This design comes from an exercise in tuning for small area, a short achievable clock period and few clock cycles on the open sky130 flow, not from production work.
The RTL was checked by simulation tests, not by an equivalence proof against the original design.
Power is estimated from default activity; no workload was simulated.

File: flow/flow/run.sh
#!/bin/bash
# The standard layout (the standard.sh) with these changes:
#  - synthesis is synth_recipe.tcl unchanged except that ABC maps the logic
#    with flow/abc.script (more area recovery) instead of ORFS's abc script;
#    registers are untouched (ABC runs without -dff),
#  - port buffers are buf_2 cells instead of the delay buffers buffer_ports
#    picks by default,
#  - timing repair may resize a cell to one with a different footprint,
set -euo pipefail
work=$PWD
{
    head -n 1 synth_recipe.tcl
    echo "proc abc {args} { set i [lsearch -exact \$args -script]; if {\$i >= 0} { lset args [expr {\$i + 1}] $work/flow/abc.script }; yosys abc {*}\$args }"
    tail -n +2 synth_recipe.tcl
} > synth_custom.tcl
bash standard.sh \
    "SYNTH_SCRIPT=$work/synth_custom.tcl" \
    "BUFFER_PORTS_ARGS=-buffer_cell sky130_fd_sc_hd__buf_2" \
    MATCH_CELL_FOOTPRINT=0 \
    SETUP_SLACK_MARGIN=5.3 \
    finish > orfs_make.log 2>&1
File: flow/flow/abc.script
strash
dch -f
map -a
strash
dch -f
map -a
topo
stime -c
buffer -c
upsize -c
dnsize -c
File: flow/standard.sh
#!/bin/bash
# synth_recipe.tcl (not shown) runs the flow's synth.tcl, then flattens the netlist and writes it again
# the make line also repeats each setting of config.mk as NAME=value (left out here)
make -C /OpenROAD-flow-scripts/flow DESIGN_CONFIG=/design/flow/config.mk WORK_HOME=/design/flow/orfs CLKGATE_MAP_FILE= SYNTH_SCRIPT=/design/flow/synth_recipe.tcl "${@:-finish}"
File: flow/config.mk
export PLATFORM = sky130hd
export DESIGN_NAME = ahb_lite_fir_filter
export DESIGN_NICKNAME = ahb_lite_fir_filter
export VERILOG_FILES = /design/flow/design.v
export SDC_FILE = /design/flow/constraint.sdc
export NUM_CORES = 4
export LEC_CHECK = 0
export ABC_AREA = 1
export CAP_MARGIN = 30
export CORE_MARGIN = 2
export CORE_UTILIZATION = 62
export CTS_CLUSTER_DIAMETER = 100
export CTS_CLUSTER_SIZE = 25
export SETUP_SLACK_MARGIN = 5
export SLEW_MARGIN = 30
export TNS_END_PERCENT = 100
File: flow/constraint.sdc
create_clock -name core_clock -period 10.0 [get_ports {clk}]
set_input_delay 2.0000 -clock core_clock [delete_from_list [all_inputs] [get_ports {clk}]]
set_output_delay 2.0000 -clock core_clock [all_outputs]
set_load 0.01 [all_outputs]
File: flow/design.v
module magnitude(
    input  logic [16:0] in,
    input  logic [3:1]  nz,
    output logic [15:0] out
);
    logic [3:0] g;            
    logic       below;
    always_comb begin
        g = {nz, 1'b0};
        for (int i = 0; i < 16; i++) begin
            below = g[i / 4];
            for (int j = 4 * (i / 4); j < i; j++) below = below | in[j];
            out[i] = in[i] ^ (in[16] & below);
        end
    end
endmodule
module mul_tree(
    input  logic [15:0] a,
    input  logic [15:0] b,
    output logic [32:0] ra,
    output logic [32:0] rb
);
    wire one0 = b[0] ^ 1'b0;
    wire two0 = (b[1] & ~b[0] & ~1'b0) | (~b[1] & b[0] & 1'b0);
    wire neg0 = b[1] & ~(b[0] & 1'b0);
    wire pp0_0 = ((one0 & a[0]) | (two0 & 1'b0)) ^ neg0;
    wire pp0_1 = ((one0 & a[1]) | (two0 & a[0])) ^ neg0;
    wire pp0_2 = ((one0 & a[2]) | (two0 & a[1])) ^ neg0;
    wire pp0_3 = ((one0 & a[3]) | (two0 & a[2])) ^ neg0;
    wire pp0_4 = ((one0 & a[4]) | (two0 & a[3])) ^ neg0;
    wire pp0_5 = ((one0 & a[5]) | (two0 & a[4])) ^ neg0;
    wire pp0_6 = ((one0 & a[6]) | (two0 & a[5])) ^ neg0;
    wire pp0_7 = ((one0 & a[7]) | (two0 & a[6])) ^ neg0;
    wire pp0_8 = ((one0 & a[8]) | (two0 & a[7])) ^ neg0;
    wire pp0_9 = ((one0 & a[9]) | (two0 & a[8])) ^ neg0;
    wire pp0_10 = ((one0 & a[10]) | (two0 & a[9])) ^ neg0;
    wire pp0_11 = ((one0 & a[11]) | (two0 & a[10])) ^ neg0;
    wire pp0_12 = ((one0 & a[12]) | (two0 & a[11])) ^ neg0;
    wire pp0_13 = ((one0 & a[13]) | (two0 & a[12])) ^ neg0;
    wire pp0_14 = ((one0 & a[14]) | (two0 & a[13])) ^ neg0;
    wire pp0_15 = ((one0 & a[15]) | (two0 & a[14])) ^ neg0;
    wire pp0_16 = ((one0 & 1'b0) | (two0 & a[15])) ^ neg0;
    wire one1 = b[2] ^ b[1];
    wire two1 = (b[3] & ~b[2] & ~b[1]) | (~b[3] & b[2] & b[1]);
    wire neg1 = b[3] & ~(b[2] & b[1]);
    wire pp1_0 = ((one1 & a[0]) | (two1 & 1'b0)) ^ neg1;
    wire pp1_1 = ((one1 & a[1]) | (two1 & a[0])) ^ neg1;
    wire pp1_2 = ((one1 & a[2]) | (two1 & a[1])) ^ neg1;
    wire pp1_3 = ((one1 & a[3]) | (two1 & a[2])) ^ neg1;
    wire pp1_4 = ((one1 & a[4]) | (two1 & a[3])) ^ neg1;
    wire pp1_5 = ((one1 & a[5]) | (two1 & a[4])) ^ neg1;
    wire pp1_6 = ((one1 & a[6]) | (two1 & a[5])) ^ neg1;
    wire pp1_7 = ((one1 & a[7]) | (two1 & a[6])) ^ neg1;
    wire pp1_8 = ((one1 & a[8]) | (two1 & a[7])) ^ neg1;
    wire pp1_9 = ((one1 & a[9]) | (two1 & a[8])) ^ neg1;
    wire pp1_10 = ((one1 & a[10]) | (two1 & a[9])) ^ neg1;
    wire pp1_11 = ((one1 & a[11]) | (two1 & a[10])) ^ neg1;
    wire pp1_12 = ((one1 & a[12]) | (two1 & a[11])) ^ neg1;
    wire pp1_13 = ((one1 & a[13]) | (two1 & a[12])) ^ neg1;
    wire pp1_14 = ((one1 & a[14]) | (two1 & a[13])) ^ neg1;
    wire pp1_15 = ((one1 & a[15]) | (two1 & a[14])) ^ neg1;
    wire pp1_16 = ((one1 & 1'b0) | (two1 & a[15])) ^ neg1;
    wire one2 = b[4] ^ b[3];
    wire two2 = (b[5] & ~b[4] & ~b[3]) | (~b[5] & b[4] & b[3]);
    wire neg2 = b[5] & ~(b[4] & b[3]);
    wire pp2_0 = ((one2 & a[0]) | (two2 & 1'b0)) ^ neg2;
    wire pp2_1 = ((one2 & a[1]) | (two2 & a[0])) ^ neg2;
    wire pp2_2 = ((one2 & a[2]) | (two2 & a[1])) ^ neg2;
    wire pp2_3 = ((one2 & a[3]) | (two2 & a[2])) ^ neg2;
    wire pp2_4 = ((one2 & a[4]) | (two2 & a[3])) ^ neg2;
    wire pp2_5 = ((one2 & a[5]) | (two2 & a[4])) ^ neg2;
    wire pp2_6 = ((one2 & a[6]) | (two2 & a[5])) ^ neg2;
    wire pp2_7 = ((one2 & a[7]) | (two2 & a[6])) ^ neg2;
    wire pp2_8 = ((one2 & a[8]) | (two2 & a[7])) ^ neg2;
    wire pp2_9 = ((one2 & a[9]) | (two2 & a[8])) ^ neg2;
    wire pp2_10 = ((one2 & a[10]) | (two2 & a[9])) ^ neg2;
    wire pp2_11 = ((one2 & a[11]) | (two2 & a[10])) ^ neg2;
    wire pp2_12 = ((one2 & a[12]) | (two2 & a[11])) ^ neg2;
    wire pp2_13 = ((one2 & a[13]) | (two2 & a[12])) ^ neg2;
    wire pp2_14 = ((one2 & a[14]) | (two2 & a[13])) ^ neg2;
    wire pp2_15 = ((one2 & a[15]) | (two2 & a[14])) ^ neg2;
    wire pp2_16 = ((one2 & 1'b0) | (two2 & a[15])) ^ neg2;
    wire one3 = b[6] ^ b[5];
    wire two3 = (b[7] & ~b[6] & ~b[5]) | (~b[7] & b[6] & b[5]);
    wire neg3 = b[7] & ~(b[6] & b[5]);
    wire pp3_0 = ((one3 & a[0]) | (two3 & 1'b0)) ^ neg3;
    wire pp3_1 = ((one3 & a[1]) | (two3 & a[0])) ^ neg3;
    wire pp3_2 = ((one3 & a[2]) | (two3 & a[1])) ^ neg3;
    wire pp3_3 = ((one3 & a[3]) | (two3 & a[2])) ^ neg3;
    wire pp3_4 = ((one3 & a[4]) | (two3 & a[3])) ^ neg3;
    wire pp3_5 = ((one3 & a[5]) | (two3 & a[4])) ^ neg3;
    wire pp3_6 = ((one3 & a[6]) | (two3 & a[5])) ^ neg3;
    wire pp3_7 = ((one3 & a[7]) | (two3 & a[6])) ^ neg3;
    wire pp3_8 = ((one3 & a[8]) | (two3 & a[7])) ^ neg3;
    wire pp3_9 = ((one3 & a[9]) | (two3 & a[8])) ^ neg3;
    wire pp3_10 = ((one3 & a[10]) | (two3 & a[9])) ^ neg3;
    wire pp3_11 = ((one3 & a[11]) | (two3 & a[10])) ^ neg3;
    wire pp3_12 = ((one3 & a[12]) | (two3 & a[11])) ^ neg3;
    wire pp3_13 = ((one3 & a[13]) | (two3 & a[12])) ^ neg3;
    wire pp3_14 = ((one3 & a[14]) | (two3 & a[13])) ^ neg3;
    wire pp3_15 = ((one3 & a[15]) | (two3 & a[14])) ^ neg3;
    wire pp3_16 = ((one3 & 1'b0) | (two3 & a[15])) ^ neg3;
    wire one4 = b[8] ^ b[7];
    wire two4 = (b[9] & ~b[8] & ~b[7]) | (~b[9] & b[8] & b[7]);
    wire neg4 = b[9] & ~(b[8] & b[7]);
    wire pp4_0 = ((one4 & a[0]) | (two4 & 1'b0)) ^ neg4;
    wire pp4_1 = ((one4 & a[1]) | (two4 & a[0])) ^ neg4;
    wire pp4_2 = ((one4 & a[2]) | (two4 & a[1])) ^ neg4;
    wire pp4_3 = ((one4 & a[3]) | (two4 & a[2])) ^ neg4;
    wire pp4_4 = ((one4 & a[4]) | (two4 & a[3])) ^ neg4;
    wire pp4_5 = ((one4 & a[5]) | (two4 & a[4])) ^ neg4;
    wire pp4_6 = ((one4 & a[6]) | (two4 & a[5])) ^ neg4;
    wire pp4_7 = ((one4 & a[7]) | (two4 & a[6])) ^ neg4;
    wire pp4_8 = ((one4 & a[8]) | (two4 & a[7])) ^ neg4;
    wire pp4_9 = ((one4 & a[9]) | (two4 & a[8])) ^ neg4;
    wire pp4_10 = ((one4 & a[10]) | (two4 & a[9])) ^ neg4;
    wire pp4_11 = ((one4 & a[11]) | (two4 & a[10])) ^ neg4;
    wire pp4_12 = ((one4 & a[12]) | (two4 & a[11])) ^ neg4;
    wire pp4_13 = ((one4 & a[13]) | (two4 & a[12])) ^ neg4;
    wire pp4_14 = ((one4 & a[14]) | (two4 & a[13])) ^ neg4;
    wire pp4_15 = ((one4 & a[15]) | (two4 & a[14])) ^ neg4;
    wire pp4_16 = ((one4 & 1'b0) | (two4 & a[15])) ^ neg4;
    wire one5 = b[10] ^ b[9];
    wire two5 = (b[11] & ~b[10] & ~b[9]) | (~b[11] & b[10] & b[9]);
    wire neg5 = b[11] & ~(b[10] & b[9]);
    wire pp5_0 = ((one5 & a[0]) | (two5 & 1'b0)) ^ neg5;
    wire pp5_1 = ((one5 & a[1]) | (two5 & a[0])) ^ neg5;
    wire pp5_2 = ((one5 & a[2]) | (two5 & a[1])) ^ neg5;
    wire pp5_3 = ((one5 & a[3]) | (two5 & a[2])) ^ neg5;
    wire pp5_4 = ((one5 & a[4]) | (two5 & a[3])) ^ neg5;
    wire pp5_5 = ((one5 & a[5]) | (two5 & a[4])) ^ neg5;
    wire pp5_6 = ((one5 & a[6]) | (two5 & a[5])) ^ neg5;
    wire pp5_7 = ((one5 & a[7]) | (two5 & a[6])) ^ neg5;
    wire pp5_8 = ((one5 & a[8]) | (two5 & a[7])) ^ neg5;
    wire pp5_9 = ((one5 & a[9]) | (two5 & a[8])) ^ neg5;
    wire pp5_10 = ((one5 & a[10]) | (two5 & a[9])) ^ neg5;
    wire pp5_11 = ((one5 & a[11]) | (two5 & a[10])) ^ neg5;
    wire pp5_12 = ((one5 & a[12]) | (two5 & a[11])) ^ neg5;
    wire pp5_13 = ((one5 & a[13]) | (two5 & a[12])) ^ neg5;
    wire pp5_14 = ((one5 & a[14]) | (two5 & a[13])) ^ neg5;
    wire pp5_15 = ((one5 & a[15]) | (two5 & a[14])) ^ neg5;
    wire pp5_16 = ((one5 & 1'b0) | (two5 & a[15])) ^ neg5;
    wire one6 = b[12] ^ b[11];
    wire two6 = (b[13] & ~b[12] & ~b[11]) | (~b[13] & b[12] & b[11]);
    wire neg6 = b[13] & ~(b[12] & b[11]);
    wire pp6_0 = ((one6 & a[0]) | (two6 & 1'b0)) ^ neg6;
    wire pp6_1 = ((one6 & a[1]) | (two6 & a[0])) ^ neg6;
    wire pp6_2 = ((one6 & a[2]) | (two6 & a[1])) ^ neg6;
    wire pp6_3 = ((one6 & a[3]) | (two6 & a[2])) ^ neg6;
    wire pp6_4 = ((one6 & a[4]) | (two6 & a[3])) ^ neg6;
    wire pp6_5 = ((one6 & a[5]) | (two6 & a[4])) ^ neg6;
    wire pp6_6 = ((one6 & a[6]) | (two6 & a[5])) ^ neg6;
    wire pp6_7 = ((one6 & a[7]) | (two6 & a[6])) ^ neg6;
    wire pp6_8 = ((one6 & a[8]) | (two6 & a[7])) ^ neg6;
    wire pp6_9 = ((one6 & a[9]) | (two6 & a[8])) ^ neg6;
    wire pp6_10 = ((one6 & a[10]) | (two6 & a[9])) ^ neg6;
    wire pp6_11 = ((one6 & a[11]) | (two6 & a[10])) ^ neg6;
    wire pp6_12 = ((one6 & a[12]) | (two6 & a[11])) ^ neg6;
    wire pp6_13 = ((one6 & a[13]) | (two6 & a[12])) ^ neg6;
    wire pp6_14 = ((one6 & a[14]) | (two6 & a[13])) ^ neg6;
    wire pp6_15 = ((one6 & a[15]) | (two6 & a[14])) ^ neg6;
    wire pp6_16 = ((one6 & 1'b0) | (two6 & a[15])) ^ neg6;
    wire one7 = b[14] ^ b[13];
    wire two7 = (b[15] & ~b[14] & ~b[13]) | (~b[15] & b[14] & b[13]);
    wire neg7 = b[15] & ~(b[14] & b[13]);
    wire pp7_0 = ((one7 & a[0]) | (two7 & 1'b0)) ^ neg7;
    wire pp7_1 = ((one7 & a[1]) | (two7 & a[0])) ^ neg7;
    wire pp7_2 = ((one7 & a[2]) | (two7 & a[1])) ^ neg7;
    wire pp7_3 = ((one7 & a[3]) | (two7 & a[2])) ^ neg7;
    wire pp7_4 = ((one7 & a[4]) | (two7 & a[3])) ^ neg7;
    wire pp7_5 = ((one7 & a[5]) | (two7 & a[4])) ^ neg7;
    wire pp7_6 = ((one7 & a[6]) | (two7 & a[5])) ^ neg7;
    wire pp7_7 = ((one7 & a[7]) | (two7 & a[6])) ^ neg7;
    wire pp7_8 = ((one7 & a[8]) | (two7 & a[7])) ^ neg7;
    wire pp7_9 = ((one7 & a[9]) | (two7 & a[8])) ^ neg7;
    wire pp7_10 = ((one7 & a[10]) | (two7 & a[9])) ^ neg7;
    wire pp7_11 = ((one7 & a[11]) | (two7 & a[10])) ^ neg7;
    wire pp7_12 = ((one7 & a[12]) | (two7 & a[11])) ^ neg7;
    wire pp7_13 = ((one7 & a[13]) | (two7 & a[12])) ^ neg7;
    wire pp7_14 = ((one7 & a[14]) | (two7 & a[13])) ^ neg7;
    wire pp7_15 = ((one7 & a[15]) | (two7 & a[14])) ^ neg7;
    wire pp7_16 = ((one7 & 1'b0) | (two7 & a[15])) ^ neg7;
    wire one8 = 1'b0 ^ b[15];
    wire two8 = (1'b0 & ~1'b0 & ~b[15]) | (~1'b0 & 1'b0 & b[15]);
    wire neg8 = 1'b0 & ~(1'b0 & b[15]);
    wire pp8_0 = ((one8 & a[0]) | (two8 & 1'b0)) ^ neg8;
    wire pp8_1 = ((one8 & a[1]) | (two8 & a[0])) ^ neg8;
    wire pp8_2 = ((one8 & a[2]) | (two8 & a[1])) ^ neg8;
    wire pp8_3 = ((one8 & a[3]) | (two8 & a[2])) ^ neg8;
    wire pp8_4 = ((one8 & a[4]) | (two8 & a[3])) ^ neg8;
    wire pp8_5 = ((one8 & a[5]) | (two8 & a[4])) ^ neg8;
    wire pp8_6 = ((one8 & a[6]) | (two8 & a[5])) ^ neg8;
    wire pp8_7 = ((one8 & a[7]) | (two8 & a[6])) ^ neg8;
    wire pp8_8 = ((one8 & a[8]) | (two8 & a[7])) ^ neg8;
    wire pp8_9 = ((one8 & a[9]) | (two8 & a[8])) ^ neg8;
    wire pp8_10 = ((one8 & a[10]) | (two8 & a[9])) ^ neg8;
    wire pp8_11 = ((one8 & a[11]) | (two8 & a[10])) ^ neg8;
    wire pp8_12 = ((one8 & a[12]) | (two8 & a[11])) ^ neg8;
    wire pp8_13 = ((one8 & a[13]) | (two8 & a[12])) ^ neg8;
    wire pp8_14 = ((one8 & a[14]) | (two8 & a[13])) ^ neg8;
    wire pp8_15 = ((one8 & a[15]) | (two8 & a[14])) ^ neg8;
    wire pp8_16 = ((one8 & 1'b0) | (two8 & a[15])) ^ neg8;
    wire hs0 = pp0_16 ^ pp1_14;
    wire hc0 = pp0_16 & pp1_14;
    wire fs1 = ~neg0 ^ pp1_15 ^ pp2_13;
    wire fc1 = (~neg0 & pp1_15) | (~neg0 & pp2_13) | (pp1_15 & pp2_13);
    wire hs2 = pp1_16 ^ pp2_14;
    wire hc2 = pp1_16 & pp2_14;
    wire hs3 = pp0_10 ^ pp1_8;
    wire hc3 = pp0_10 & pp1_8;
    wire hs4 = pp0_11 ^ pp1_9;
    wire hc4 = pp0_11 & pp1_9;
    wire fs5 = pp0_12 ^ pp1_10 ^ pp2_8;
    wire fc5 = (pp0_12 & pp1_10) | (pp0_12 & pp2_8) | (pp1_10 & pp2_8);
    wire hs6 = pp3_6 ^ pp4_4;
    wire hc6 = pp3_6 & pp4_4;
    wire fs7 = pp0_13 ^ pp1_11 ^ pp2_9;
    wire fc7 = (pp0_13 & pp1_11) | (pp0_13 & pp2_9) | (pp1_11 & pp2_9);
    wire hs8 = pp3_7 ^ pp4_5;
    wire hc8 = pp3_7 & pp4_5;
    wire fs9 = pp0_14 ^ pp1_12 ^ pp2_10;
    wire fc9 = (pp0_14 & pp1_12) | (pp0_14 & pp2_10) | (pp1_12 & pp2_10);
    wire fs10 = pp3_8 ^ pp4_6 ^ pp5_4;
    wire fc10 = (pp3_8 & pp4_6) | (pp3_8 & pp5_4) | (pp4_6 & pp5_4);
    wire hs11 = pp6_2 ^ pp7_0;
    wire hc11 = pp6_2 & pp7_0;
    wire fs12 = pp0_15 ^ pp1_13 ^ pp2_11;
    wire fc12 = (pp0_15 & pp1_13) | (pp0_15 & pp2_11) | (pp1_13 & pp2_11);
    wire fs13 = pp3_9 ^ pp4_7 ^ pp5_5;
    wire fc13 = (pp3_9 & pp4_7) | (pp3_9 & pp5_5) | (pp4_7 & pp5_5);
    wire hs14 = pp6_3 ^ pp7_1;
    wire hc14 = pp6_3 & pp7_1;
    wire fs15 = pp2_12 ^ pp3_10 ^ pp4_8;
    wire fc15 = (pp2_12 & pp3_10) | (pp2_12 & pp4_8) | (pp3_10 & pp4_8);
    wire fs16 = pp5_6 ^ pp6_4 ^ pp7_2;
    wire fc16 = (pp5_6 & pp6_4) | (pp5_6 & pp7_2) | (pp6_4 & pp7_2);
    wire fs17 = pp8_0 ^ neg8 ^ hs0;
    wire fc17 = (pp8_0 & neg8) | (pp8_0 & hs0) | (neg8 & hs0);
    wire fs18 = pp3_11 ^ pp4_9 ^ pp5_7;
    wire fc18 = (pp3_11 & pp4_9) | (pp3_11 & pp5_7) | (pp4_9 & pp5_7);
    wire fs19 = pp6_5 ^ pp7_3 ^ pp8_1;
    wire fc19 = (pp6_5 & pp7_3) | (pp6_5 & pp8_1) | (pp7_3 & pp8_1);
    wire fs20 = 1'b1 ^ fs1 ^ hc0;
    wire fc20 = (1'b1 & fs1) | (1'b1 & hc0) | (fs1 & hc0);
    wire fs21 = pp3_12 ^ pp4_10 ^ pp5_8;
    wire fc21 = (pp3_12 & pp4_10) | (pp3_12 & pp5_8) | (pp4_10 & pp5_8);
    wire fs22 = pp6_6 ^ pp7_4 ^ pp8_2;
    wire fc22 = (pp6_6 & pp7_4) | (pp6_6 & pp8_2) | (pp7_4 & pp8_2);
    wire fs23 = 1'b1 ^ hs2 ^ fc1;
    wire fc23 = (1'b1 & hs2) | (1'b1 & fc1) | (hs2 & fc1);
    wire fs24 = ~neg1 ^ pp2_15 ^ pp3_13;
    wire fc24 = (~neg1 & pp2_15) | (~neg1 & pp3_13) | (pp2_15 & pp3_13);
    wire fs25 = pp4_11 ^ pp5_9 ^ pp6_7;
    wire fc25 = (pp4_11 & pp5_9) | (pp4_11 & pp6_7) | (pp5_9 & pp6_7);
    wire fs26 = pp7_5 ^ pp8_3 ^ hc2;
    wire fc26 = (pp7_5 & pp8_3) | (pp7_5 & hc2) | (pp8_3 & hc2);
    wire fs27 = pp2_16 ^ pp3_14 ^ pp4_12;
    wire fc27 = (pp2_16 & pp3_14) | (pp2_16 & pp4_12) | (pp3_14 & pp4_12);
    wire fs28 = pp5_10 ^ pp6_8 ^ pp7_6;
    wire fc28 = (pp5_10 & pp6_8) | (pp5_10 & pp7_6) | (pp6_8 & pp7_6);
    wire hs29 = pp8_4 ^ 1'b1;
    wire hc29 = pp8_4 & 1'b1;
    wire fs30 = ~neg2 ^ pp3_15 ^ pp4_13;
    wire fc30 = (~neg2 & pp3_15) | (~neg2 & pp4_13) | (pp3_15 & pp4_13);
    wire fs31 = pp5_11 ^ pp6_9 ^ pp7_7;
    wire fc31 = (pp5_11 & pp6_9) | (pp5_11 & pp7_7) | (pp6_9 & pp7_7);
    wire fs32 = pp3_16 ^ pp4_14 ^ pp5_12;
    wire fc32 = (pp3_16 & pp4_14) | (pp3_16 & pp5_12) | (pp4_14 & pp5_12);
    wire hs33 = pp6_10 ^ pp7_8;
    wire hc33 = pp6_10 & pp7_8;
    wire fs34 = ~neg3 ^ pp4_15 ^ pp5_13;
    wire fc34 = (~neg3 & pp4_15) | (~neg3 & pp5_13) | (pp4_15 & pp5_13);
    wire hs35 = pp4_16 ^ pp5_14;
    wire hc35 = pp4_16 & pp5_14;
    wire hs36 = pp0_6 ^ pp1_4;
    wire hc36 = pp0_6 & pp1_4;
    wire hs37 = pp0_7 ^ pp1_5;
    wire hc37 = pp0_7 & pp1_5;
    wire fs38 = pp0_8 ^ pp1_6 ^ pp2_4;
    wire fc38 = (pp0_8 & pp1_6) | (pp0_8 & pp2_4) | (pp1_6 & pp2_4);
    wire hs39 = pp3_2 ^ pp4_0;
    wire hc39 = pp3_2 & pp4_0;
    wire fs40 = pp0_9 ^ pp1_7 ^ pp2_5;
    wire fc40 = (pp0_9 & pp1_7) | (pp0_9 & pp2_5) | (pp1_7 & pp2_5);
    wire hs41 = pp3_3 ^ pp4_1;
    wire hc41 = pp3_3 & pp4_1;
    wire fs42 = pp2_6 ^ pp3_4 ^ pp4_2;
    wire fc42 = (pp2_6 & pp3_4) | (pp2_6 & pp4_2) | (pp3_4 & pp4_2);
    wire fs43 = pp5_0 ^ neg5 ^ hs3;
    wire fc43 = (pp5_0 & neg5) | (pp5_0 & hs3) | (neg5 & hs3);
    wire fs44 = pp2_7 ^ pp3_5 ^ pp4_3;
    wire fc44 = (pp2_7 & pp3_5) | (pp2_7 & pp4_3) | (pp3_5 & pp4_3);
    wire fs45 = pp5_1 ^ hs4 ^ hc3;
    wire fc45 = (pp5_1 & hs4) | (pp5_1 & hc3) | (hs4 & hc3);
    wire fs46 = pp5_2 ^ pp6_0 ^ neg6;
    wire fc46 = (pp5_2 & pp6_0) | (pp5_2 & neg6) | (pp6_0 & neg6);
    wire fs47 = fs5 ^ hs6 ^ hc4;
    wire fc47 = (fs5 & hs6) | (fs5 & hc4) | (hs6 & hc4);
    wire fs48 = pp5_3 ^ pp6_1 ^ fs7;
    wire fc48 = (pp5_3 & pp6_1) | (pp5_3 & fs7) | (pp6_1 & fs7);
    wire fs49 = hs8 ^ fc5 ^ hc6;
    wire fc49 = (hs8 & fc5) | (hs8 & hc6) | (fc5 & hc6);
    wire fs50 = neg7 ^ fs9 ^ fs10;
    wire fc50 = (neg7 & fs9) | (neg7 & fs10) | (fs9 & fs10);
    wire fs51 = hs11 ^ fc7 ^ hc8;
    wire fc51 = (hs11 & fc7) | (hs11 & hc8) | (fc7 & hc8);
    wire fs52 = fs12 ^ fs13 ^ hs14;
    wire fc52 = (fs12 & fs13) | (fs12 & hs14) | (fs13 & hs14);
    wire fs53 = fc9 ^ fc10 ^ hc11;
    wire fc53 = (fc9 & fc10) | (fc9 & hc11) | (fc10 & hc11);
    wire fs54 = fs15 ^ fs16 ^ fs17;
    wire fc54 = (fs15 & fs16) | (fs15 & fs17) | (fs16 & fs17);
    wire fs55 = fc12 ^ fc13 ^ hc14;
    wire fc55 = (fc12 & fc13) | (fc12 & hc14) | (fc13 & hc14);
    wire fs56 = fs18 ^ fs19 ^ fs20;
    wire fc56 = (fs18 & fs19) | (fs18 & fs20) | (fs19 & fs20);
    wire fs57 = fc15 ^ fc16 ^ fc17;
    wire fc57 = (fc15 & fc16) | (fc15 & fc17) | (fc16 & fc17);
    wire fs58 = fs21 ^ fs22 ^ fs23;
    wire fc58 = (fs21 & fs22) | (fs21 & fs23) | (fs22 & fs23);
    wire fs59 = fc18 ^ fc19 ^ fc20;
    wire fc59 = (fc18 & fc19) | (fc18 & fc20) | (fc19 & fc20);
    wire fs60 = fs24 ^ fs25 ^ fs26;
    wire fc60 = (fs24 & fs25) | (fs24 & fs26) | (fs25 & fs26);
    wire fs61 = fc21 ^ fc22 ^ fc23;
    wire fc61 = (fc21 & fc22) | (fc21 & fc23) | (fc22 & fc23);
    wire fs62 = fs27 ^ fs28 ^ hs29;
    wire fc62 = (fs27 & fs28) | (fs27 & hs29) | (fs28 & hs29);
    wire fs63 = fc24 ^ fc25 ^ fc26;
    wire fc63 = (fc24 & fc25) | (fc24 & fc26) | (fc25 & fc26);
    wire fs64 = pp8_5 ^ fs30 ^ fs31;
    wire fc64 = (pp8_5 & fs30) | (pp8_5 & fs31) | (fs30 & fs31);
    wire fs65 = fc27 ^ fc28 ^ hc29;
    wire fc65 = (fc27 & fc28) | (fc27 & hc29) | (fc28 & hc29);
    wire fs66 = pp8_6 ^ 1'b1 ^ fs32;
    wire fc66 = (pp8_6 & 1'b1) | (pp8_6 & fs32) | (1'b1 & fs32);
    wire fs67 = hs33 ^ fc30 ^ fc31;
    wire fc67 = (hs33 & fc30) | (hs33 & fc31) | (fc30 & fc31);
    wire fs68 = pp6_11 ^ pp7_9 ^ pp8_7;
    wire fc68 = (pp6_11 & pp7_9) | (pp6_11 & pp8_7) | (pp7_9 & pp8_7);
    wire fs69 = fs34 ^ fc32 ^ hc33;
    wire fc69 = (fs34 & fc32) | (fs34 & hc33) | (fc32 & hc33);
    wire fs70 = pp6_12 ^ pp7_10 ^ pp8_8;
    wire fc70 = (pp6_12 & pp7_10) | (pp6_12 & pp8_8) | (pp7_10 & pp8_8);
    wire fs71 = 1'b1 ^ hs35 ^ fc34;
    wire fc71 = (1'b1 & hs35) | (1'b1 & fc34) | (hs35 & fc34);
    wire fs72 = ~neg4 ^ pp5_15 ^ pp6_13;
    wire fc72 = (~neg4 & pp5_15) | (~neg4 & pp6_13) | (pp5_15 & pp6_13);
    wire fs73 = pp7_11 ^ pp8_9 ^ hc35;
    wire fc73 = (pp7_11 & pp8_9) | (pp7_11 & hc35) | (pp8_9 & hc35);
    wire fs74 = pp5_16 ^ pp6_14 ^ pp7_12;
    wire fc74 = (pp5_16 & pp6_14) | (pp5_16 & pp7_12) | (pp6_14 & pp7_12);
    wire hs75 = pp8_10 ^ 1'b1;
    wire hc75 = pp8_10 & 1'b1;
    wire fs76 = ~neg5 ^ pp6_15 ^ pp7_13;
    wire fc76 = (~neg5 & pp6_15) | (~neg5 & pp7_13) | (pp6_15 & pp7_13);
    wire hs77 = pp6_16 ^ pp7_14;
    wire hc77 = pp6_16 & pp7_14;
    wire hs78 = pp0_4 ^ pp1_2;
    wire hc78 = pp0_4 & pp1_2;
    wire hs79 = pp0_5 ^ pp1_3;
    wire hc79 = pp0_5 & pp1_3;
    wire fs80 = pp2_2 ^ pp3_0 ^ neg3;
    wire fc80 = (pp2_2 & pp3_0) | (pp2_2 & neg3) | (pp3_0 & neg3);
    wire fs81 = pp2_3 ^ pp3_1 ^ hs37;
    wire fc81 = (pp2_3 & pp3_1) | (pp2_3 & hs37) | (pp3_1 & hs37);
    wire fs82 = neg4 ^ fs38 ^ hs39;
    wire fc82 = (neg4 & fs38) | (neg4 & hs39) | (fs38 & hs39);
    wire fs83 = fs40 ^ hs41 ^ fc38;
    wire fc83 = (fs40 & hs41) | (fs40 & fc38) | (hs41 & fc38);
    wire fs84 = fs42 ^ fs43 ^ fc40;
    wire fc84 = (fs42 & fs43) | (fs42 & fc40) | (fs43 & fc40);
    wire fs85 = fs44 ^ fs45 ^ fc42;
    wire fc85 = (fs44 & fs45) | (fs44 & fc42) | (fs45 & fc42);
    wire fs86 = fs46 ^ fs47 ^ fc44;
    wire fc86 = (fs46 & fs47) | (fs46 & fc44) | (fs47 & fc44);
    wire fs87 = fs48 ^ fs49 ^ fc46;
    wire fc87 = (fs48 & fs49) | (fs48 & fc46) | (fs49 & fc46);
    wire fs88 = fs50 ^ fs51 ^ fc48;
    wire fc88 = (fs50 & fs51) | (fs50 & fc48) | (fs51 & fc48);
    wire fs89 = fs52 ^ fs53 ^ fc50;
    wire fc89 = (fs52 & fs53) | (fs52 & fc50) | (fs53 & fc50);
    wire fs90 = fs54 ^ fs55 ^ fc52;
    wire fc90 = (fs54 & fs55) | (fs54 & fc52) | (fs55 & fc52);
    wire fs91 = fs56 ^ fs57 ^ fc54;
    wire fc91 = (fs56 & fs57) | (fs56 & fc54) | (fs57 & fc54);
    wire fs92 = fs58 ^ fs59 ^ fc56;
    wire fc92 = (fs58 & fs59) | (fs58 & fc56) | (fs59 & fc56);
    wire fs93 = fs60 ^ fs61 ^ fc58;
    wire fc93 = (fs60 & fs61) | (fs60 & fc58) | (fs61 & fc58);
    wire fs94 = fs62 ^ fs63 ^ fc60;
    wire fc94 = (fs62 & fs63) | (fs62 & fc60) | (fs63 & fc60);
    wire fs95 = fs64 ^ fs65 ^ fc62;
    wire fc95 = (fs64 & fs65) | (fs64 & fc62) | (fs65 & fc62);
    wire fs96 = fs66 ^ fs67 ^ fc64;
    wire fc96 = (fs66 & fs67) | (fs66 & fc64) | (fs67 & fc64);
    wire fs97 = fs68 ^ fs69 ^ fc66;
    wire fc97 = (fs68 & fs69) | (fs68 & fc66) | (fs69 & fc66);
    wire fs98 = fs70 ^ fs71 ^ fc68;
    wire fc98 = (fs70 & fs71) | (fs70 & fc68) | (fs71 & fc68);
    wire fs99 = fs72 ^ fs73 ^ fc70;
    wire fc99 = (fs72 & fs73) | (fs72 & fc70) | (fs73 & fc70);
    wire fs100 = fs74 ^ hs75 ^ fc72;
    wire fc100 = (fs74 & hs75) | (fs74 & fc72) | (hs75 & fc72);
    wire fs101 = pp8_11 ^ fs76 ^ fc74;
    wire fc101 = (pp8_11 & fs76) | (pp8_11 & fc74) | (fs76 & fc74);
    wire fs102 = pp8_12 ^ 1'b1 ^ hs77;
    wire fc102 = (pp8_12 & 1'b1) | (pp8_12 & hs77) | (1'b1 & hs77);
    wire fs103 = ~neg6 ^ pp7_15 ^ pp8_13;
    wire fc103 = (~neg6 & pp7_15) | (~neg6 & pp8_13) | (pp7_15 & pp8_13);
    wire hs104 = pp7_16 ^ pp8_14;
    wire hc104 = pp7_16 & pp8_14;
    wire hs105 = pp0_2 ^ pp1_0;
    wire hc105 = pp0_2 & pp1_0;
    wire hs106 = pp0_3 ^ pp1_1;
    wire hc106 = pp0_3 & pp1_1;
    wire fs107 = pp2_0 ^ neg2 ^ hs78;
    wire fc107 = (pp2_0 & neg2) | (pp2_0 & hs78) | (neg2 & hs78);
    wire fs108 = pp2_1 ^ hs79 ^ hc78;
    wire fc108 = (pp2_1 & hs79) | (pp2_1 & hc78) | (hs79 & hc78);
    wire fs109 = hs36 ^ fs80 ^ hc79;
    wire fc109 = (hs36 & fs80) | (hs36 & hc79) | (fs80 & hc79);
    wire fs110 = hc36 ^ fs81 ^ fc80;
    wire fc110 = (hc36 & fs81) | (hc36 & fc80) | (fs81 & fc80);
    wire fs111 = hc37 ^ fs82 ^ fc81;
    wire fc111 = (hc37 & fs82) | (hc37 & fc81) | (fs82 & fc81);
    wire fs112 = hc39 ^ fs83 ^ fc82;
    wire fc112 = (hc39 & fs83) | (hc39 & fc82) | (fs83 & fc82);
    wire fs113 = hc41 ^ fs84 ^ fc83;
    wire fc113 = (hc41 & fs84) | (hc41 & fc83) | (fs84 & fc83);
    wire fs114 = fc43 ^ fs85 ^ fc84;
    wire fc114 = (fc43 & fs85) | (fc43 & fc84) | (fs85 & fc84);
    wire fs115 = fc45 ^ fs86 ^ fc85;
    wire fc115 = (fc45 & fs86) | (fc45 & fc85) | (fs86 & fc85);
    wire fs116 = fc47 ^ fs87 ^ fc86;
    wire fc116 = (fc47 & fs87) | (fc47 & fc86) | (fs87 & fc86);
    wire fs117 = fc49 ^ fs88 ^ fc87;
    wire fc117 = (fc49 & fs88) | (fc49 & fc87) | (fs88 & fc87);
    wire fs118 = fc51 ^ fs89 ^ fc88;
    wire fc118 = (fc51 & fs89) | (fc51 & fc88) | (fs89 & fc88);
    wire fs119 = fc53 ^ fs90 ^ fc89;
    wire fc119 = (fc53 & fs90) | (fc53 & fc89) | (fs90 & fc89);
    wire fs120 = fc55 ^ fs91 ^ fc90;
    wire fc120 = (fc55 & fs91) | (fc55 & fc90) | (fs91 & fc90);
    wire fs121 = fc57 ^ fs92 ^ fc91;
    wire fc121 = (fc57 & fs92) | (fc57 & fc91) | (fs92 & fc91);
    wire fs122 = fc59 ^ fs93 ^ fc92;
    wire fc122 = (fc59 & fs93) | (fc59 & fc92) | (fs93 & fc92);
    wire fs123 = fc61 ^ fs94 ^ fc93;
    wire fc123 = (fc61 & fs94) | (fc61 & fc93) | (fs94 & fc93);
    wire fs124 = fc63 ^ fs95 ^ fc94;
    wire fc124 = (fc63 & fs95) | (fc63 & fc94) | (fs95 & fc94);
    wire fs125 = fc65 ^ fs96 ^ fc95;
    wire fc125 = (fc65 & fs96) | (fc65 & fc95) | (fs96 & fc95);
    wire fs126 = fc67 ^ fs97 ^ fc96;
    wire fc126 = (fc67 & fs97) | (fc67 & fc96) | (fs97 & fc96);
    wire fs127 = fc69 ^ fs98 ^ fc97;
    wire fc127 = (fc69 & fs98) | (fc69 & fc97) | (fs98 & fc97);
    wire fs128 = fc71 ^ fs99 ^ fc98;
    wire fc128 = (fc71 & fs99) | (fc71 & fc98) | (fs99 & fc98);
    wire fs129 = fc73 ^ fs100 ^ fc99;
    wire fc129 = (fc73 & fs100) | (fc73 & fc99) | (fs100 & fc99);
    wire fs130 = hc75 ^ fs101 ^ fc100;
    wire fc130 = (hc75 & fs101) | (hc75 & fc100) | (fs101 & fc100);
    wire fs131 = fc76 ^ fs102 ^ fc101;
    wire fc131 = (fc76 & fs102) | (fc76 & fc101) | (fs102 & fc101);
    wire fs132 = hc77 ^ fs103 ^ fc102;
    wire fc132 = (hc77 & fs103) | (hc77 & fc102) | (fs103 & fc102);
    wire fs133 = 1'b1 ^ hs104 ^ fc103;
    wire fc133 = (1'b1 & hs104) | (1'b1 & fc103) | (hs104 & fc103);
    wire fs134 = ~neg7 ^ pp8_15 ^ hc104;
    wire fc134 = (~neg7 & pp8_15) | (~neg7 & hc104) | (pp8_15 & hc104);
    wire hs135 = pp8_16 ^ 1'b1;
    wire hc135 = pp8_16 & 1'b1;
    assign ra = {hs135, fs134, fs133, fs132, fs131, fs130, fs129, fs128, fs127, fs126, fs125, fs124, fs123, fs122, fs121, fs120, fs119, fs118, fs117, fs116, fs115, fs114, fs113, fs112, fs111, fs110, fs109, fs108, fs107, hs106, neg1, pp0_1, pp0_0};
    assign rb = {fc134, fc133, fc132, fc131, fc130, fc129, fc128, fc127, fc126, fc125, fc124, fc123, fc122, fc121, fc120, fc119, fc118, fc117, fc116, fc115, fc114, fc113, fc112, fc111, fc110, fc109, fc108, fc107, hc106, hc105, hs105, 1'b0, neg0};
endmodule
module fir_filter(
    input  logic        clk,
    input  logic        n_rst,
    input  logic        start_sample,    
    input  logic        start_load,      
    input  logic [15:0] new_sample,      
    input  logic [63:0] coeff_regs,      
    output logic        busy,
    output logic        err,
    output logic [16:0] r_q,             
    output logic [3:1]  nz_q             
);
    logic [15:0] x0, x1, x2;             
    logic [15:0] f0, f1, f2, f3;         
    logic [16:0] q3;                     
    logic [16:0] qd;                     
    logic        e1, e2;                 
    logic [3:0]  s1;                     
    logic [3:0]  s2;                     
    logic        ld;                     
    logic [15:0] ma, mb;
    logic [32:0] ra, rb;                 
    logic [32:0] pa, pb;                 
    assign x0 = new_sample;
    always_comb begin
        ma = s1[1] ? x1 : (s1[2] ? x2 : x0);
        mb = ({16{s1[0]}} & f0) | ({16{s1[3]}} & f1) | ({16{s1[1]}} & f2) | ({16{s1[2]}} & f3);
    end
    mul_tree tree(.a(ma), .b(mb), .ra(ra), .rb(rb));
    always_ff @(posedge clk) begin
        pa <= ra;
        pb <= rb;
    end
    logic [14:0] lo;
    logic        c15;
    logic [16:0] xs;
    assign {c15, lo} = {1'b0, pa[14:0]} + {1'b0, pb[14:0]};
    assign xs = pa[31:15] + pb[31:15] + {16'd0, c15};
    wire e0 = xs[16];
    logic [17:0] ea, eb, na, nq3;
    logic [17:0] s1a, c1a, s2a, c2a;
    logic [17:0] t3, t4;
    always_comb begin
        ea  = pa[32:15];
        eb  = pb[32:15];
        if (s2[3])           na = ~{2'b00, qd[16] ? 16'd0 : qd[15:0]};
        else if (s2[0] & ~e1) na = ~{qd[16], qd};
        else                 na = '1;
        nq3 = ~{2'b00, q3[15:0]};
        s1a = ea ^ eb ^ na;
        c1a = {((ea[16:0] & eb[16:0]) | (ea[16:0] & na[16:0]) | (eb[16:0] & na[16:0])), c15};
        t3  = s1a + c1a + 18'd1;
        s2a = s1a ^ c1a ^ nq3;
        c2a = {((s1a[16:0] & c1a[16:0]) | (s1a[16:0] & nq3[16:0]) | (c1a[16:0] & nq3[16:0])), 1'b1};
        t4  = s2a + c2a + 18'd1;
    end
    logic        ovf3, ovf4, e_next;
    logic [16:0] r;
    logic [3:1]  nz3, nz4, nz;
    always_comb begin
        ovf3 = ~e2 & ~t3[17] & t3[16];
        ovf4 = t4[17] & ~t4[16];
        nz3 = {|t3[11:0], |t3[7:0], |t3[3:0]};
        nz4 = {|t4[11:0], |t4[7:0], |t4[3:0]};
        e_next = 1'b1;
        if (e0) begin
            r = 17'd0;
            nz = 3'd0;
        end else if (e1 | e2 | ovf3 | q3[16]) begin
            r = t3[16:0];
            nz = nz3;
        end else begin
            r = t4[16:0];
            nz = nz4;
            e_next = ovf4;
        end
    end
    wire acc = s2[0];
    always_ff @(posedge clk, negedge n_rst) begin
        if (!n_rst) begin
            x1 <= '0; x2 <= '0;
            f0 <= '0; f1 <= '0; f2 <= '0; f3 <= '0;
            q3 <= '0; qd <= '0; e1 <= 1'b0; e2 <= 1'b0;
            s1 <= '0; s2 <= '0; ld <= 1'b0;
            busy <= 1'b0; err <= 1'b0; r_q <= '0; nz_q <= '0;
        end else begin
            if (start_sample) begin
                x1 <= x0;
                x2 <= x1;
            end
            if (start_load) begin
                f0 <= coeff_regs[15:0];
                f1 <= coeff_regs[31:16];
                f2 <= coeff_regs[47:32];
                f3 <= coeff_regs[63:48];
            end
            if (s2[1]) qd <= t3[16:0];
            if (s2[2]) q3 <= t3[16:0];
            if (s2[3]) begin
                qd <= t3[16:0];
                e1 <= e0;
                e2 <= qd[16];
            end
            if (acc) begin
                r_q <= r;
                nz_q <= nz;
                err <= e_next;
            end else if (start_load) begin
                err <= 1'b0;
            end
            if (start_sample)    s1 <= 4'b0001;
            else if (start_load) s1 <= 4'b0010;
            else                 s1 <= {s1[2:0], 1'b0};
            s2 <= s1;
            if (start_sample)    ld <= 1'b0;
            else if (start_load) ld <= 1'b1;
            busy <= start_sample | start_load | (~ld & s1[0]) | (ld & (s1[1] | s1[2] | s1[3]));
        end
    end
endmodule
module ahb_lite_fir_filter(
    input logic clk,
    input logic n_rst,
    input logic hsel,
    input logic [3:0] haddr,
    input logic hsize,
    input logic [1:0] htrans,
    input logic hwrite,
    input logic [15:0] hwdata,
    output logic [15:0] hrdata,
    output logic hresp
);
    logic        wr_q;           
    logic [7:0]  sel_q;
    logic        a0_q, sz_q;
    logic        lo_q, hi_q;
    logic [13:4][7:0] regs;      
    logic [7:1]  reg14;          
    logic        busy, err;
    logic [15:0] fir_out;
    logic [16:0] r_q;
    logic [3:1]  nz_q;
    logic [13:4] be;
    wire   bad_addr = (hwrite & (haddr <= 4'd3)) | (haddr == 4'd15);
    assign hresp = bad_addr;
    always_comb begin
        for (int i = 4; i <= 13; i++)
            be[i] = wr_q & sel_q[i / 2] & (sz_q | (a0_q == i[0]));
    end
    wire be14 = wr_q & sel_q[7] & ~a0_q;
    wire start_sample = be[4] | be[5];
    wire start_load = be14 & hwdata[0];
    always_ff @(posedge clk, negedge n_rst) begin
        if (!n_rst) begin
            wr_q <= 1'b0;
            sel_q <= '0;
            a0_q <= 1'b0;
            sz_q <= 1'b0;
            lo_q <= 1'b0;
            hi_q <= 1'b0;
            for (int i = 4; i <= 13; i++) regs[i] <= '0;
            reg14 <= '0;
        end else begin
            wr_q <= hsel & (htrans != 2'b00) & hwrite & ~bad_addr;
            for (int k = 0; k < 8; k++) sel_q[k] <= (haddr[3:1] == k[2:0]);
            a0_q <= haddr[0];
            sz_q <= hsize;
            lo_q <= hsize | ~haddr[0];
            hi_q <= (hsize | haddr[0]) & (haddr != 4'd14);
            for (int i = 4; i <= 13; i++)
                if (be[i]) regs[i] <= i[0] ? hwdata[15:8] : hwdata[7:0];
            if (be14) reg14 <= hwdata[0] ? 7'd0 : hwdata[7:1];
        end
    end
    magnitude mag_u(.in(r_q), .nz(nz_q), .out(fir_out));
    logic [7:0] rb [0:15];
    always_comb begin
        rb[0] = {7'd0, busy};
        rb[1] = {7'd0, err};
        rb[2] = fir_out[7:0];
        rb[3] = fir_out[15:8];
        for (int i = 4; i <= 13; i++) rb[i] = regs[i];
        rb[14] = {reg14, 1'b0};
        rb[15] = 8'd0;
        hrdata = '0;
        for (int k = 0; k < 8; k++) begin
            hrdata[7:0]  = hrdata[7:0]  | ({8{sel_q[k]}} & rb[2 * k]);
            hrdata[15:8] = hrdata[15:8] | ({8{sel_q[k]}} & rb[2 * k + 1]);
        end
        hrdata[7:0]  = hrdata[7:0]  & {8{lo_q}};
        hrdata[15:8] = hrdata[15:8] & {8{hi_q}};
    end
    fir_filter filt(
        .clk(clk), .n_rst(n_rst),
        .start_sample(start_sample), .start_load(start_load),
        .new_sample({regs[5], regs[4]}),
        .coeff_regs({regs[13], regs[12], regs[11], regs[10], regs[9], regs[8], regs[7], regs[6]}),
        .busy(busy), .err(err), .r_q(r_q), .nz_q(nz_q)
    );
endmodule
==> impl_metrics.ini, run 1 <==
[status]
status = timing/DRC/antenna clean

[die]
core_area_um2 = 33450
start_util = 0.6274
dieArea_um2 = 35330
die_w_um = 188.0
dieHeight_um = 188.0
placementRows = 67
num_io_pins = 44

[placed_design]
place.gp.congestion = 0.9763
portBuffers = 43
hpwl_um = 41900
dpl_cell_area_um2 = 21710
placedCellCount = 2825

[synth]
async_flop_share = 0.8043
synth_mux_area_frac = 0
synth.most_common_cell = inv_1
synthFlopType = dfrtp_1
synth_common_cells = inv_1 (377), nand2_1 (310), dfrtp_1 (263)
synthAdderAreaFrac = 0.1897
ys_types = 53
synth_area_um2 = 20980
syn_avg_cell_area_um2 = 8.732
synth-simple-area-share = 0.1125
synth_compound_area_frac = 0.1663
synth_top_family_by_area = adder cells
synthCells = 2403
synth-edff-count = 0
yosysTopAreaCellShare = 0.3136
syn_nets = 2666
ys_seq_area_frac = 0.3747
yosysTopAreaCell = dfrtp_1
yosys_warnings = 4
synth.area.top_cells = dfrtp_1 (31%), fa_1 (13%), inv_1 (6.7%)
ys_ff_latch = 327
synth-xor-area-share = 0.06756

[timing]
slew_viol_final = 0
rsz0062_at_grt = yes
finalCritPeriodShare = 0.4684
tightest_slew_ns = 0.8654
fin_worst_skew_ns = 0.05627
hold_ws_ns = 0.4826
fin_tns_setup_ns = 0
hold_viol_final = 0
fin_crit_ns = 4.684
max_freq_ghz = 0.2135
relSlewSlack = 0.4224
setup_violations = 0

[drt]
postRouteWirelength_um = 58920
drc = 0
routedWlPerCell_um = 20.29
drt_pre_antenna_iters = 6
postRouteAntennaNets = 0
viasPerCell = 5.905
first_iter_violations = 1546
via_count = 17150

[power_and_ir_drop]
ir_worst_vdd_uv = 395.0
p_per_area_nw_per_um2 = 328.6
power_leakage_nw = 11.00

[cts]
clk_pin_slew_worst_paths_ns = 0.10
clockBufferDepth = 3
htreeDepth = 1
clk_latency_ns = 0.58
numCtsBuffers = 18
cts_tree = done
cts_sinks = 327
root_buffer = clkbuf_16

[setup_path]
required_ns = 8.00
slowest_delay_ns = 0.17
r2r_start = filt.s1[3]
cp_max_fo = 5
end_kind = primary output
start_kind = input pin
crit_path_top_delay_cell = a32o_1
critPathKind = in2out
path_cells = buf_2, inv_2, nor3_4, a32o_1, buf_2
critPathMostFrequentCell = buf_2
critPathArrivalTime_ns = 2.68
startpoint = haddr[2]

[layout]
final_cell_area_um2 = 23040
drive_gt1_frac = 0.1018
num-nets-final = 2707
num_antenna_cells = 0
fin_util = 0.6888
instances_no_fill = 2904
syn_to_final_growth_pct = 9.802

[grt]
grt_pass1_vias = 16900
grt_antenna_before_repair = 0
busiest_layer = met2
grt_max_degree = 143
met1_usage = 0.4548
grtUsageMet2 = 0.5483
grt_overflow_total = 0
grt_use_met3 = 0.04735
grt_pass1_wl_um = 92770
grtUsageTotal = 0.3374

[job]
drv_cap = 0

[worst_hold_path]
worstHoldStart = filt.x2[9]
min_path_type = reg2reg
[kinds of logic (layout without fill, tap and decap cells)]
logic type               after synthesis  count (layout)
adder cells (fa/ha/maj)              236             236
buffers and inverters                498             551
XOR/XNOR                             161             161
AO/OA/AOI/OAI                        601             601
flip-flops                           327             327
AND/OR/NAND/NOR                      580             580
[layer usage]
metal	part of all wire	vias to the layer above	wire [µm]
met5	0	-	0
met4	0.052	0	3073
met3	0.078	168	4600
met2	0.46	762	27290
met1	0.41	8304	23950
li1	-	7915	-
[placed cells by master (no fill, tap or decap), types with 5 or more instances in the layout]
cell	synthesis	routed
xor2_1	124	124
a21oi_1	158	156
buf_2	1	41
clkbuf_16	0	18
ha_1	99	96
inv_2	7	9
nand3_1	32	30
dfrtp_1	263	257
nor3_1	18	15
a22oi_1	29	29
a221oi_1	6	6
nand2_1	310	305
buf_12	0	6
nor2_2	2	16
dfxtp_1	64	63
o21ai_1	33	32
nor2_1	186	170
clkinvlp_4	0	14
clkbuf_1	102	8
o211ai_1	20	20
o22ai_1	160	160
buf_6	0	5
nor2_4	3	5
dfrtp_2	0	5
o21ai_0	155	154
buf_4	0	73
nand4_1	12	12
xnor2_1	36	36
inv_1	377	362
fa_1	137	135
nand2_2	1	5
a211oi_2	1	7
a31oi_1	11	10
[metrics by stage]
stage                     power (W)  setup WS, ns
after CTS                  0.007238         5.209
after floorplan            0.005033         5.319
after global routing       0.008166         5.187
final                      0.007572         5.316
after global placement     0.006310         4.581
after detailed placement   0.006356         4.704
[worst paths after layout]
kind                          endpoint  slack, ns  cells after the start
max                              hresp       5.32                      5
min                         filt.x2[9]       0.48                      2
max reg2reg                filt.pa[16]       5.42                     12
min reg2reg                 filt.x2[9]       0.48                      2
max in group asynchronous   filt.s1[2]       7.59                      2
min in group asynchronous     sel_q[7]       1.33                      1
[sequential cells by signal, summed over array words and instances, names as in the netlist, 3 cells and up]
| register | flops |
|---|---|
| regs | 80 |
| filt.qd | 17 |
| filt.nz_q | 3 |
| filt.f0 | 16 |
| filt.x2 | 16 |
| filt.s2 | 4 |
| filt.f1 | 16 |
| sel_q | 8 |
| filt.r_q | 17 |
| filt.pa | 32 |
| filt.f3 | 16 |
| filt.q3 | 17 |
| filt.pb | 32 |
| filt.f2 | 16 |
| filt.x1 | 16 |
| filt.s1 | 4 |
| reg14 | 7 |
[power by group]
group	switching, W	total [W]	internal (W)
Sequential	0.000228	0.00193	0.00171
Clock	0.000474	0.000830	0.000356
Combinational	0.00311	0.00481	0.00169
[cell type report]
class / instances / area (µm²)
clock inverters: 6 / 93.84
flip-flops and latches: 327 / 7874
clock buffers: 26 / 480.5
inverters: 391 / 1528
multi-input cells: 1578 / 11520
fillers: 2740 / 10410
repair buffers: 128 / 987.2
well taps: 448 / 560.5
[repair_timing]
action / in CTS / in global routing
hold buffers: 0 / 0
endpoints found under the setup margin: 59 / 48
pin swaps: 1 / 20
cloned: 0 / 1
buffers inserted: 17 / 28
resized for setup: 37 / 48
[critical path, delay by kind of cell]
kind	cells	cell delay, ns
buf+inv	3	0.34
compound gates	1	0.17
simple gates	1	0.16
Testbench counts, summed over its fixed seeds: cycles 2,696.
==> run 2, diff against run 1 <==
--- a/flow/config.mk
+++ b/flow/config.mk
@@ -8,7 +8,7 @@
 export ABC_AREA = 1
 export CAP_MARGIN = 30
 export CORE_MARGIN = 2
-export CORE_UTILIZATION = 62
+export CORE_UTILIZATION = 55
 export CTS_CLUSTER_DIAMETER = 100
 export CTS_CLUSTER_SIZE = 25
 export SETUP_SLACK_MARGIN = 5
==> impl_metrics.ini, run 2 <==
[setup_path]
crit_path_top_delay_cell = dfrtp_1
end_kind = primary output
critPathArrivalTime_ns = 2.68
cp_max_fo = 12
required_ns = 8.00
critPathKind = reg2out
path_cells = clkinvlp_4, o22ai_1, a21oi_1, a31oi_1, buf_2
slowest_delay_ns = 0.71
start_kind = flip-flop

[drt]
wl_met1_um = 26230
postRouteWirelength_um = 60590
via_count = 16900
met2WireLength_um = 28100
drt_pre_antenna_iters = 7
first_iter_violations = 1470
routedWlPerCell_um = 20.34
drc = 0
viasPerCell = 5.673
route.met3.wl_um = 3497
postRouteAntennaNets = 0
topRoutingLayerUsed = met4

[placed_design]
portBuffers = 43
placedCellCount = 2893
place.gp.congestion = 0.9392
hpwl_um = 43060

[layout]
num_antenna_cells = 0
multi_input_area_um2 = 11530
syn_to_final_growth_pct = 10.67
largest_reg_flops = 80
instances_no_fill = 2979
layout_common_cells = inv_1 (359), nand2_1 (306), dfrtp_1 (258), nor2_1 (166)
reg_top3 = regs x80, filt.pa x32, filt.pb x32
num-nets-final = 2719
drive_gt1_frac = 0.1098
layout_commonest_cell = inv_1
top_register = regs
regArea_um2 = 7874
nFillCells = 3416

[power_and_ir_drop]
ir_worst_vdd_uv = 366.1
power_leakage_nw = 11.06
p_per_area_nw_per_um2 = 328.9
p_total_w = 0.007638

[synth]
ys_seq_area_frac = 0.3747
syn_avg_cell_area_um2 = 8.732
yosys_warnings = 4
async_flop_share = 0.8043
synth_common_cells = inv_1 (377), nand2_1 (310), dfrtp_1 (263)
yosysTopAreaCell = dfrtp_1
synth.area.top_cells = dfrtp_1 (31%), fa_1 (13%), inv_1 (6.7%)
ys_ff_latch = 327
synthCells = 2403
synthFlopType = dfrtp_1
synth-edff-count = 0
ys_types = 53
synth_area_um2 = 20980
yosysTopAreaCellShare = 0.3136
syn_nets = 2666
synth.most_common_cell = inv_1

[timing]
rsz0062_at_grt = yes
fin_tns_setup_ns = 0
relSlewSlack = 0.4090
hold_viol_final = 0
fin_crit_ns = 4.680
max_freq_ghz = 0.2137
finalCritPeriodShare = 0.4680
fin_worst_skew_ns = 0.04997
setup_violations = 0
slew_viol_final = 0
tightest_slew_ns = 0.8855

[grt]
grt_overflow_total = 0
grt_pass1_vias = 16770
grt_max_degree = 167
grt_antenna_before_repair = 0
grtUsageTotal = 0.3137
grt_pass1_wl_um = 94900

[die]
core_area_um2 = 37580
die_w_um = 199.3
num_io_pins = 44
dieArea_um2 = 39730
dieHeight_um = 199.3
placementRows = 71
start_util = 0.5584

[cts]
clk_pin_slew_worst_paths_ns = 0.11
numCtsBuffers = 18
htreeDepth = 1
clk_latency_ns = 0.58
clockBufferDepth = 3
postCtsHoldBufs = 0
cts_sinks = 327
root_buffer = clkbuf_16
cts_tree = done

[worst_hold_path]
min_path_type = reg2reg

[status]
status = timing/DRC/antenna clean

[job]
drv_cap = 0
==> run 2: stage by stage <==
stage | hold slack (ns) | utilization | setup WS (ns) | instance area, µm²
detailed placement | 0.4586 | 0.5807 | 4.570 | 21820
floorplan | 0.3519 | - | 5.319 | 20990
global placement | 0.4534 | 0.5802 | 4.632 | 21800
global route | 0.4982 | 0.6180 | 5.098 | 23220
CTS | 0.4832 | 0.6022 | 5.290 | 22630
finish | 0.4821 | 0.6180 | 5.320 | 23220
==> run 2: path summary, 6_finish.rpt <==
kind / start / endpoint / slack (ns) / cells past startpoint
worst max-delay path: sel_q[2] / hrdata[1] / 5.32 / 5
worst min-delay path: filt.x2[1] / filt.x2[1] / 0.48 / 2
worst max register to register: filt.pa[4] / filt.nz_q[3] / 5.41 / 30
worst min register to register: filt.x2[1] / filt.x2[1] / 0.48 / 2
max in group asynchronous: n_rst / filt.s1[2] / 7.19 / 3
min in group asynchronous: n_rst / filt.q3[6] / 1.43 / 1
==> run 2: cell type report <==
class | instances | share of cell area
multi-input cells | 1578 | 0.4965
repair buffers | 140 | 0.04693
flip-flops and latches | 327 | 0.3390
well taps | 511 | 0.02753
inverters | 391 | 0.06589
clock buffers | 26 | 0.02069
clock inverters | 6 | 0.003394
==> run 2: timing repair <==
item | CTS | global route
buffers inserted | 17 | 34
gates cloned | 0 | 1
resized for setup | 33 | 66
endpoints found under the setup margin | 66 | 48
pin swaps | 1 | 30
==> run 2: where the power goes <==
group,total (W),leakage (nW),internal (W),switching (W)
Sequential,0.00193,3.62,0.00171,0.000224
Clock,0.000830,0.264,0.000352,0.000478
Combinational,0.00488,7.18,0.00173,0.00315
==> run 2: logic make-up after synthesis <==
| group | synth area share |
|---|---|
| AO/OA/AOI/OAI | 0.1663 |
| AND/OR/NAND/NOR | 0.1125 |
| buffers and inverters | 0.08926 |
| flip-flops | 0.3747 |
| adder cells (fa/ha/maj) | 0.1897 |
| XOR/XNOR | 0.06756 |
==> run 2: layer usage <==
layer,track usage,vias to the layer above
met5,0,-
met4,0.1310,0
met3,0.03764,137
met2,0.4981,576
met1,0.4381,8248
li1,-,7939
==> run 2: critical path: cells and delay by family (launching register included) <==
kind | cells | cell delay [ns]
AOI/OAI and AO/OA | 3 | 0.70
buffers and inverters | 2 | 0.68
DFF | 1 | 0.71
==> run 3, diff against run 2 <==
--- a/flow/config.mk
+++ b/flow/config.mk
@@ -10,7 +10,7 @@
 export CORE_MARGIN = 2
 export CORE_UTILIZATION = 55
 export CTS_CLUSTER_DIAMETER = 100
-export CTS_CLUSTER_SIZE = 25
+export CTS_CLUSTER_SIZE = 30
 export SETUP_SLACK_MARGIN = 5
 export SLEW_MARGIN = 30
 export TNS_END_PERCENT = 100
==> impl_metrics.ini, run 3 <==
[cts]
clk_latency_ns = 0.56
cts_tree = done
clk_pin_slew_worst_paths_ns = 0.11
root_buffer = clkbuf_16
htreeDepth = 1
clockBufferDepth = 3
cts_sinks = 327
numCtsBuffers = 16

[grt]
grt_max_degree = 167
grt_overflow_total = 0
grt_antenna_before_repair = 0
grtUsageTotal = 0.3132
grt_pass1_vias = 16670
grt_pass1_wl_um = 94740

[synth]
ys_types = 53
async_flop_share = 0.8043
ys_seq_area_frac = 0.3747
synth.area.top_cells = dfrtp_1 (31%), fa_1 (13%), inv_1 (6.7%)
synthCells = 2403
yosysTopAreaCellShare = 0.3136
synth.most_common_cell = inv_1
synth_common_cells = inv_1 (377), nand2_1 (310), dfrtp_1 (263)
yosysTopAreaCell = dfrtp_1
syn_nets = 2666
synth_area_um2 = 20980
yosys_warnings = 4
syn_avg_cell_area_um2 = 8.732
synthFlopType = dfrtp_1
synth-edff-count = 0
ys_ff_latch = 327

[status]
status = timing/DRC/antenna clean

[setup_path]
required_ns = 8.00
cp_max_fo = 5
r2r_end = filt.nz_q[3]
critPathArrivalTime_ns = 2.64
reg2reg_slack_ns = 5.45
ff2ff_path_depth = 30
startpoint = haddr[2]
start_kind = input pin
critical_path.endpoint = hresp
end_kind = primary output
r2r_start = filt.pa[4]
critPathKind = in2out

[layout]
instances_no_fill = 2984
nFillCells = 3411
reg_top3 = regs x80, filt.pa x32, filt.pb x32
drive_gt1_frac = 0.1096
layout_common_cells = inv_1 (359), nand2_1 (306), dfrtp_1 (258), nor2_1 (167), o22ai_1 (159)
top_register = regs
largest_reg_flops = 80
num-nets-final = 2726
layout_commonest_cell = inv_1
num_antenna_cells = 0
syn_to_final_growth_pct = 10.51

[drt]
via_count = 16920
drt_pre_antenna_iters = 5
postRouteAntennaNets = 0
postRouteWirelength_um = 60330
viasPerCell = 5.672
drc = 0
routedWlPerCell_um = 20.22
first_iter_violations = 1461

[timing]
fin_worst_skew_ns = 0.03955
hold_viol_final = 0
fin_tns_setup_ns = 0
max_freq_ghz = 0.2157
slew_viol_final = 0
setup_violations = 0
rsz0062_at_grt = yes
tightest_slew_ns = 0.8757
fin_crit_ns = 4.636
relSlewSlack = 0.4155
finalCritPeriodShare = 0.4636

[die]
core_area_um2 = 37580
dieArea_um2 = 39730
start_util = 0.5584
dieHeight_um = 199.3
placementRows = 71
die_w_um = 199.3
num_io_pins = 44

[placed_design]
hpwl_um = 43060
place.gp.congestion = 0.9392
portBuffers = 43
placedCellCount = 2893

[worst_hold_path]
worstHoldStart = filt.x2[0]
min_path_type = reg2reg

[job]
drv_cap = 0

[power_and_ir_drop]
p_per_area_nw_per_um2 = 326.3
ir_worst_vdd_uv = 367.9
power_leakage_nw = 11.06
run 3: changes by cell type in the layout (fill, tap and decap cells not counted), moves of 3 or more:
cell,before,now
buf_4,83,94
o22ai_1,156,159
o22ai_2,4,1
o21ai_1,31,34
run 3: layer usage:
metal	vias to the layer above	GRT usage	part of all wire
li1	7947	-	-
met1	8283	0.4361	0.43
met2	559	0.4997	0.47
met3	135	0.04051	0.062
met4	0	0.1238	0.043
met5	-	0	0
run 3: kinds of logic after synthesis:
family,after synthesis,share of synthesized area
flip-flops,327,0.3747
adder cells (fa/ha/maj),236,0.1897
XOR/XNOR,161,0.06756
AND/OR/NAND/NOR,580,0.1125
AO/OA/AOI/OAI,601,0.1663
buffers and inverters,498,0.08926
run 3: worst min-delay path by stage:
| stage | to | slack, ns | cells after the start |
|---|---|---|---|
| CTS | filt.x2[1] | 0.49 | 2 |
| finish | filt.x2[0] | 0.48 | 2 |
| floorplan | filt.s2[0] | 0.35 | 0 |
| global route | filt.x2[15] | 0.50 | 2 |
| global placement | filt.x2[7] | 0.45 | 2 |
| detailed placement | filt.x2[7] | 0.46 | 2 |
run 3: area by class of cell:
type / instances / area (µm²) / share of cell area
inverters: 391 / 1530 / 0.06599
repair buffers: 149 / 1150 / 0.04958
multi-input cells: 1578 / 11500 / 0.4960
clock inverters: 5 / 67.56 / 0.002914
well taps: 511 / 639.4 / 0.02757
clock buffers: 23 / 426.7 / 0.01840
flip-flops and latches: 327 / 7874 / 0.3395
run 3: repair_timing:
item                                   in CTS  in global routing
resized for setup                          33                 57
buffers inserted                           18                 42
gates cloned                                0                  1
hold buffers                                0                  0
pin swaps                                   1                 29
setup endpoints to repair                  67                 47
endpoints found under the hold margin       0                  0
run 3: metrics by stage:
| stage | power [W] | area (µm²) | worst slack, ns | hold WS, ns | utilization |
|---|---|---|---|---|---|
| floorplan | 0.005033 | 20990 | 5.319 | 0.3519 | - |
| global placement | 0.006353 | 21800 | 4.632 | 0.4534 | 0.5802 |
| detailed placement | 0.006391 | 21820 | 4.570 | 0.4586 | 0.5807 |
| CTS | 0.007240 | 22570 | 5.236 | 0.4872 | 0.6007 |
| global route | 0.008175 | 23190 | 5.136 | 0.5007 | 0.6171 |
| finish | 0.007566 | 23190 | 5.364 | 0.4847 | 0.6171 |
run 3: critical path, stage by stage:
cell and delay, ns:
buf_4 0.12, inv_4 0.05, nor3_4 0.18, a32o_1 0.16, buf_2 0.13
run 3: power by group:
| group | switching, W | internal [W] | total [W] |
|---|---|---|---|
| Sequential | 0.000224 | 0.00171 | 0.00193 |
| Combinational | 0.00313 | 0.00173 | 0.00486 |
| Clock | 0.000461 | 0.000315 | 0.000776 |
| Total | 0.00382 | 0.00375 | 0.00757 |

[what the ideal ports hide]
The results above use ideal ports. As a check the final layouts listed here were re-extracted and re-timed, cells and wires unchanged.
Step 1 assumes that a clkbuf_16 drives the clock port and a buf_2 every other input.
Step 2, shift: input delay + t, output delay - t, t = (earliest + latest rising clock arrival at the registers) / 2. This alone moves slack from input paths to output paths.
Three values: ideal ports, drivers, drivers and shift; two values: the first two.
| run | t (ns) | setup slack, ns | worst hold slack (ns) | worst slew at a driven data input, ns | pins driven straight from the clock port |
|---|---|---|---|---|---|
| run 1 | 0.604 | 5.316 / 5.280 / 5.293 | 0.483 / 0.483 / 0.483 | 0.05 | 1 |
| run 2 | 0.610 | 5.320 / 5.261 / 5.336 | 0.482 / 0.482 / 0.482 | 0.05 | 1 |
| run 3 | 0.593 | 5.364 / 5.339 / 5.339 | 0.485 / 0.485 / 0.485 | 0.05 | 1 |
After both steps setup and hold are still met in every run listed. For run 3, which loses most, drivers alone change the setup slack by -0.025 ns; drivers and shift together by -0.025 ns.
